Context: an optimization exercise on an open-source flow, tuned for small area, a short achievable clock period and few clock cycles per item. The choices shown serve that exercise and are no tape-out recipe.
In this exercise RTL edits were held to simulation tests only and were not proved equivalent to the original.

Setup of try-nickel:
Design axc_booth, start of the top module:
module axc_booth #(
        parameter integer NA=32,
        parameter integer NB=32,
        parameter integer NC=$clog2(NA)+1
    )(
        input   wire                 CLK,
        input   wire                 RST,
        input   wire                 START,
        input   wire  [NA-1:0]       A_in,
        input   wire  [NB-1:0]       B_in,
        input   wire  [NC-1:0]       C_in,
        output  wire  [NA+NB-1:0]    N_out,
        output  wire                 Done_out
    );
export LEC_CHECK = 0
export CAP_MARGIN = 20
export CORE_MARGIN = 2
export CORE_UTILIZATION = 40
export SETUP_SLACK_MARGIN = 5
export SLEW_MARGIN = 20
create_clock -name core_clock -period 11.0 [get_ports {CLK}]
run.sh (not shown) runs the stock make flow with config.mk's settings and CLKGATE_MAP_FILE= SYNTH_SCRIPT=/design/flow/synth_recipe.tcl, a recipe that flattens the netlist after the stock synthesis.
try-nickel: all stages complete, timing, DRC and antenna checks passed
Testbench counts of try-nickel, summed over its fixed seeds: cycles 61,294, items 12,000.
The inputs of try-harbor differ from those of try-nickel as listed below.
==> flow/flow/run.sh (new file) <==
#!/bin/bash
# Standard layout, with Yosys's full-adder extraction turned off (ABC maps
# the adder logic itself) and timing repair aiming at 5 ns of setup slack.
bash standard.sh ADDER_MAP_FILE= SETUP_SLACK_MARGIN=5 finish > standard.log 2>&1
==> flow/standard.sh (new file) <==
#!/bin/bash
# synth_recipe.tcl (not shown) runs the flow's synth.tcl, then flattens the netlist and writes it again
# the make line also repeats each setting of config.mk as NAME=value (left out here)
make -C /OpenROAD-flow-scripts/flow DESIGN_CONFIG=/design/flow/config.mk WORK_HOME=/design/flow/orfs CLKGATE_MAP_FILE= SYNTH_SCRIPT=/design/flow/synth_recipe.tcl "${@:-finish}"
--- a/flow/config.mk
+++ b/flow/config.mk
@@ -10,3 +10,2 @@
 export CORE_UTILIZATION = 40
-export SETUP_SLACK_MARGIN = 5
 export SLEW_MARGIN = 20
removed: flow/run.sh
### Flow results
Re area after synthesis: try-harbor is about 17% up on try-nickel.
try-harbor: growth of design area from synthesis to finish lower than try-nickel
NOTE: met3 wirelength from detailed routing in try-harbor exceeds that of try-nickel
Of the two values seen for destination of the critical timing path, acc[57] was produced by try-nickel and acc[55] by try-harbor.
try-harbor leaves more setup margin than try-nickel.
For try-raven, these inputs were changed with respect to try-harbor:
==> flow/run.sh (new file) <==
#!/bin/bash
# synth_recipe.tcl (not shown) runs the flow's synth.tcl, then flattens the netlist and writes it again
# the make line also repeats each setting of config.mk as NAME=value (left out here)
make -C /OpenROAD-flow-scripts/flow DESIGN_CONFIG=/design/flow/config.mk WORK_HOME=/design/flow/orfs CLKGATE_MAP_FILE= SYNTH_SCRIPT=/design/flow/synth_recipe.tcl finish
--- a/flow/config.mk
+++ b/flow/config.mk
@@ -7,2 +7,3 @@
 export LEC_CHECK = 0
+export ABC_AREA = 1
 export CAP_MARGIN = 20
@@ -10,2 +11,3 @@
 export CORE_UTILIZATION = 40
+export SETUP_SLACK_MARGIN = 5
 export SLEW_MARGIN = 20
removed: flow/flow/run.sh
removed: flow/standard.sh
Results
For the number of ordinary and repair buffers in the finished layout, try-raven came in 1.3% lower than try-harbor did.
Cmp try-harbor and try-raven / period utilization / higher: try-raven
try-raven vs try-harbor, count of buffering cells on the critical path with inverters included went up by 2.
Against try-harbor, try-raven comes in 16% lower on routed length on met1.
Inputs modified between try-raven and try-umber:
--- a/flow/config.mk
+++ b/flow/config.mk
@@ -7,6 +7,5 @@
 export LEC_CHECK = 0
-export ABC_AREA = 1
 export CAP_MARGIN = 20
 export CORE_MARGIN = 2
-export CORE_UTILIZATION = 40
+export CORE_UTILIZATION = 60
 export SETUP_SLACK_MARGIN = 5
[summary]
Side by side, depth of the critical timing path with buffers and inverters included turned out lower in try-umber than in try-raven.
Minimum clock period after layout in try-umber vs try-raven: down 0.033 ns
When the final numbers for try-raven and try-umber were put side by side, the HPWL reported at the end of detailed placement turned out to be smaller in try-umber.
Compared with try-raven, in try-umber fraction of standard cell area in multi-input logic went up by 3.5 points, register-to-register slack up 0.03 ns, first-pass GRT wire length went down 11%, setup slack after layout up 0.033 ns.
Delta (try-umber minus try-raven): instance area at placement decreased about 2.2%, worst hold slack increased 0.020 ns.
[inputs] try-indigo vs try-umber
==> flow/flow/run.sh (new file) <==
#!/bin/bash
# Standard layout, with timing repair aiming at a setup slack of 6 ns
# (the clock and constraints are the design's, unchanged).
bash standard.sh SETUP_SLACK_MARGIN=6 finish > standard.log 2>&1
==> flow/standard.sh (new file) <==
#!/bin/bash
# synth_recipe.tcl (not shown) runs the flow's synth.tcl, then flattens the netlist and writes it again
# the make line also repeats each setting of config.mk as NAME=value (left out here)
make -C /OpenROAD-flow-scripts/flow DESIGN_CONFIG=/design/flow/config.mk WORK_HOME=/design/flow/orfs CLKGATE_MAP_FILE= SYNTH_SCRIPT=/design/flow/synth_recipe.tcl "${@:-finish}"
--- a/flow/config.mk
+++ b/flow/config.mk
@@ -9,4 +9,3 @@
 export CORE_MARGIN = 2
-export CORE_UTILIZATION = 60
-export SETUP_SLACK_MARGIN = 5
+export CORE_UTILIZATION = 40
 export SLEW_MARGIN = 20
removed: flow/run.sh
--- outcome ---
- Summary — final instance area, try-indigo relative to try-umber: higher, by 10%.
- Going from try-umber to try-indigo, synthesis-to-layout area growth shows an increase of 11 points, count of buffers added by post-CTS timing repair for setup now larger, minimum setup slack in the final design went up 0.42 ns.
- try-indigo vs try-umber, layout filler cell count went up by 1,301.

========
run 1:
The RTL this note starts from:
==> flow/design.v <==
module transition_detect (
        input  wire [7:0]  a,         
        input  wire        a_below,   
        input  wire [5:0]  q,
        input  wire        skip,
        output wire [3:0]  one,
        output wire [3:0]  two,
        output wire [3:0]  neg,
        output wire [3:0]  cnt
    );
    wire [7:0] t = a ^ {a[6:0], a_below};
    wire [2:0] c1 = {2'b00, t[7]} + {2'b00, t[6]} + {2'b00, t[5]} + {2'b00, t[4]};
    wire [2:0] c0 = {2'b00, t[3]} + {2'b00, t[2]} + {2'b00, t[1]} + {2'b00, t[0]};
    assign cnt = {1'b0, c1} + {1'b0, c0};
    wire [5:0] q1 = q;
    wire [5:0] q0 = (q > {3'b000, c1}) ? q - {3'b000, c1} : 6'd0;
    function [3:0] win;
        input [5:0] qq;
        input       s;
        integer u;
        begin
            for (u = 0; u < 4; u = u + 1)
                win[u] = s ? ((qq >= u + 3) | (qq == u + 1)) : (qq >= u + 2);
        end
    endfunction
    function [3:0] nib;
        input [3:0] tt;
        input [3:0] w;
        begin
            nib[3] = tt[3] & w[0];
            nib[2] = tt[2] & (tt[3] ? w[1] : w[0]);
            case ({tt[3], tt[2]})
                2'b00: nib[1] = tt[1] & w[0];
                2'b11: nib[1] = tt[1] & w[2];
                default: nib[1] = tt[1] & w[1];
            endcase
            case ({tt[3], tt[2], tt[1]})
                3'b000: nib[0] = tt[0] & w[0];
                3'b111: nib[0] = tt[0] & w[3];
                3'b001, 3'b010, 3'b100: nib[0] = tt[0] & w[1];
                default: nib[0] = tt[0] & w[2];
            endcase
        end
    endfunction
    wire [7:0] keep = {nib(t[7:4], win(q1, skip)), nib(t[3:0], win(q0, skip))};
    genvar j;
    generate
        for (j = 0; j < 4; j = j + 1) begin : pairs
            assign two[j] = keep[2*j+1] & ~keep[2*j];
            assign one[j] = keep[2*j];
            assign neg[j] = keep[2*j+1] ? a[2*j+1] : (keep[2*j] & a[2*j]);
        end
    endgenerate
endmodule
module barrel_shifter (
        input  wire [31:0] b,
        input  wire        one,
        input  wire        two,
        input  wire        neg,
        output wire [33:0] row
    );
    wire [32:0] bx = {b[31], b};
    wire [32:0] m  = ({33{one}} & bx) | ({33{two}} & {bx[31:0], 1'b0});
    wire [32:0] x  = m ^ {33{neg}};
    assign row = {~x[32], x};
endmodule
module axc_booth #(
        parameter integer NA=32,
        parameter integer NB=32,
        parameter integer NC=$clog2(NA)+1
    )(
        input   wire                 CLK,
        input   wire                 RST,
        input   wire                 START,
        input   wire  [NA-1:0]       A_in,
        input   wire  [NB-1:0]       B_in,
        input   wire  [NC-1:0]       C_in,
        output  wire  [NA+NB-1:0]    N_out,
        output  wire                 Done_out
    );
    localparam [63:0] Z = 64'hffffff5555555600;
    reg  [31:0] B_reg;
    reg  [31:0] A_reg;                   
    reg  [5:0]  q_reg;                   
    reg  [3:0]  cnt_reg;                 
    reg         skip_reg;
    reg  [3:0]  one_reg, two_reg, neg_reg;
    reg         pre;                     
    reg  [3:0]  st;                      
    reg         Done_reg;
    reg  [63:0] acc;
    wire        fast    = (C_in >= 6'd6);
    wire        skip_in = A_in[31] & C_in[0];
    wire [5:0]  q_in    = (C_in > 6'd32) ? 6'd35 : C_in + 6'd3;
    wire [7:0]  t_top   = A_in[31:24] ^ A_in[30:23];
    wire [3:0]  cnt_top = {3'b000, t_top[0]} + {3'b000, t_top[1]} + {3'b000, t_top[2]} + {3'b000, t_top[3]}
                        + {3'b000, t_top[4]} + {3'b000, t_top[5]} + {3'b000, t_top[6]} + {3'b000, t_top[7]};
    wire [3:0]  a_one, a_two, a_neg;
    genvar j;
    generate
        for (j = 0; j < 4; j = j + 1) begin : raw
            wire b1 = A_in[25+2*j], b0 = A_in[24+2*j], bm = A_in[23+2*j];
            assign a_one[j] = b0 ^ bm;
            assign a_two[j] = (b1 ^ b0) & ~(b0 ^ bm);
            assign a_neg[j] = b1 & ~(b0 & bm);
        end
    endgenerate
    wire [5:0]  q_run = (q_reg > {2'b00, cnt_reg}) ? q_reg - {2'b00, cnt_reg} : 6'd0;
    wire [3:0]  r_one, r_two, r_neg, r_cnt;
    transition_detect TD (.a(A_reg[31:24]), .a_below(A_reg[23]), .q(q_run), .skip(skip_reg),
                          .one(r_one), .two(r_two), .neg(r_neg), .cnt(r_cnt));
    always @(posedge CLK) begin
        if (START) begin
            B_reg    <= B_in;
            A_reg    <= fast ? {A_in[23:0], 8'd0} : A_in;
            skip_reg <= skip_in;
            q_reg    <= q_in;
            cnt_reg  <= fast ? cnt_top : 4'd0;
            one_reg  <= a_one; two_reg <= a_two; neg_reg <= a_neg;
        end else begin
            A_reg    <= {A_reg[23:0], 8'd0};
            q_reg    <= q_run;
            cnt_reg  <= r_cnt;
            one_reg  <= r_one; two_reg <= r_two; neg_reg <= r_neg;
        end
    end
    wire [33:0] row [0:3];
    generate
        for (j = 0; j < 4; j = j + 1) begin : rows
            barrel_shifter BS (.b(B_reg), .one(one_reg[j]), .two(two_reg[j]), .neg(neg_reg[j]), .row(row[j]));
        end
    endgenerate
    wire [7:0]  negbits = {1'b0, neg_reg[3], 1'b0, neg_reg[2], 1'b0, neg_reg[1], 1'b0, neg_reg[0]};
    wire [63:0] acc_in  = {(st[0] ? Z[63:8] : acc[55:0]), negbits};
    wire [63:0] sum = acc_in + {30'd0, row[0]} + {28'd0, row[1], 2'd0} + {26'd0, row[2], 4'd0}
                    + {24'd0, row[3], 6'd0};
    always @(posedge CLK) begin
        if (|st) acc <= sum;
    end
    always @(posedge CLK) begin
        if (RST) begin
            pre <= 1'b0;
            st <= 4'd0;
            Done_reg <= 1'b0;
        end else if (START) begin
            pre <= ~fast;
            st <= {3'b000, fast};
            Done_reg <= 1'b0;
        end else begin
            pre <= 1'b0;
            st <= {st[2:0], pre};
            if (st[2]) Done_reg <= 1'b1;
        end
    end
    assign N_out = acc;
    assign Done_out = Done_reg;
endmodule
Settings: LEC_CHECK=0, ABC_AREA=1, CAP_MARGIN=20, CORE_MARGIN=2, CORE_UTILIZATION=40, SLEW_MARGIN=20, TNS_END_PERCENT=5; clock period 11.0 ns.
standard.sh (not shown) runs the stock make flow with config.mk's settings and CLKGATE_MAP_FILE= SYNTH_SCRIPT=/design/flow/synth_recipe.tcl, a recipe that flattens the netlist after the stock synthesis.
==> flow/flow/run.sh <==
#!/bin/bash
# Standard layout, but Yosys maps adders with its default (Brent-Kung) carry
# tree; the port buffers use the smallest buffer cell, and timing repair aims
# at 5 ns of setup slack (the clock and constraints are unchanged).
bash standard.sh "SYNTH_OPERATIONS_ARGS=-noshare" "BUFFER_PORTS_ARGS=-buffer_cell sky130_fd_sc_hd__buf_1" SETUP_SLACK_MARGIN=5 finish > standard.log 2>&1
Testbench counts of run 1, summed over its fixed seeds: cycles 61,116, items 12,000.
The inputs of run 2 differ from those of run 1 as listed below.
Settings: GPL_TIMING_DRIVEN now 0, previously not set; TNS_END_PERCENT no longer set, was 5.
Notes after the runs:
- Launching element of the worst setup path: neg_reg[0] -> run 2, st[0] -> run 1
- Clock transition at the register clock pins on the worst setup and hold paths after CTS: run 1 vs run 2, no meaningful difference
- Run 2 vs. run 1: detailed-route DRC error count about even; combined flip-flop and latch cell area held steady; depth of the worst register-to-register path went up by 4.3%.
- Changes observed in run 2 relative to run 1: wire length climbed 9.3%; final critical delay including setup and external delays shows an increase of 0.12 ns; worst hold margin closely matched the old numbers; standard cell area after detailed placement now sits higher.
Input-level comparison between run 3 and run 2:
Settings: clearing ABC_AREA, which used to be 1; clearing GPL_TIMING_DRIVEN, which used to be 0.
==> flow/flow/run.sh <==
#!/bin/bash
# Standard layout; the port buffers use the smallest buffer cell, and timing
# repair aims at 5.5 ns of setup slack (the clock and constraints are unchanged).
bash standard.sh "BUFFER_PORTS_ARGS=-buffer_cell sky130_fd_sc_hd__buf_1" SETUP_SLACK_MARGIN=5.5 finish > standard.log 2>&1
Results
- Compare run 2 and run 3 | number of rows in the core area higher: run 3
- Simple-gate portion of the synthesized area, run 2 and run 3: higher on run 2
- Compared with run 2, run 3 shows a lower starting utilization of the core area.
- Changes observed in run 3 relative to run 2: global-route wire length before repair increased about 9%; sequential share of layout area decreased 2.2 points.
- On run 3: global-route usage is 0.92 points higher than what run 2 gave.
- Of run 2 and run 3, run 3 shows the lower shortest clock period the worst path allows after layout, with run 2 above it.
- When run 3 is measured against run 2, its routing usage on met2 turns out 1.7 points higher.
Edits applied to the flow inputs when going from run 3 to run 4:
==> flow/flow/run.sh <==
#!/bin/bash
# Standard layout, but Yosys maps adders with its default (Brent-Kung) carry
# tree; the port buffers use the smallest buffer cell, and timing repair aims
# at 5 ns of setup slack (the clock and constraints are unchanged).
bash standard.sh "SYNTH_OPERATIONS_ARGS=-noshare" "BUFFER_PORTS_ARGS=-buffer_cell sky130_fd_sc_hd__buf_1" SETUP_SLACK_MARGIN=5 finish > standard.log 2>&1
[summary]
Looking at final critical-path share of the clock period, run 4 sits 2.5 points above run 3. From run 3 to run 4 the numbers moved as follows: post-route standard cell area excluding fillers went down 0.0016 mm2, global-route usage went down 3.0 points.

## separate check: timing with driven ports
No port has a modelled driver above. Below, the same layouts with a new extraction and two added sets of constraints. Step 1: set_driving_cell puts a clkbuf_16 on CLK and a buf_2 on each other input, an assumption about the parent block. Step 2 times the ports against the registers' clock, not the clock port: input delays grow and output delays shrink by t, the midpoint of the rising clock arrivals with the driver on. Slacks: ideal ports / drivers / drivers and shift; pairs: ideal ports / drivers.
| run | shift t [ns] | setup slack, ns | latest minus earliest clock arrival (ns) | slew at the worst register clock pin (ns) | cell pins on the clock port's net |
|---|---|---|---|---|---|
| try-nickel | 0.508 | 5.241 / 5.241 / 5.200 | 0.012 / 0.012 | 0.08 / 0.08 | 1 |
| try-harbor | 0.534 | 5.557 / 5.557 / 5.557 | 0.015 / 0.016 | 0.07 / 0.07 | 1 |
| try-raven | 0.508 | 5.201 / 5.201 / 5.201 | 0.017 / 0.017 | 0.08 / 0.08 | 1 |
| try-umber | 0.489 | 5.234 / 5.234 / 5.214 | 0.025 / 0.025 | 0.09 / 0.09 | 1 |
| try-indigo | 0.509 | 5.658 / 5.658 / 5.646 | 0.017 / 0.018 | 0.07 / 0.07 | 1 |
| run 1 | 0.504 | 5.417 / 5.417 / 5.417 | 0.012 / 0.012 | 0.08 / 0.08 | 1 |
| run 2 | 0.508 | 5.300 / 5.300 / 5.300 | 0.014 / 0.014 | 0.08 / 0.08 | 1 |
| run 3 | 0.499 | 5.481 / 5.481 / 5.481 | 0.014 / 0.014 | 0.08 / 0.08 | 1 |
| run 4 | 0.496 | 5.210 / 5.210 / 5.210 | 0.013 / 0.012 | 0.07 / 0.07 | 1 |
After both steps setup and hold are still met in every run listed. For try-nickel, which loses most, drivers alone change the setup slack by 0.000 ns; drivers and shift together by -0.041 ns.
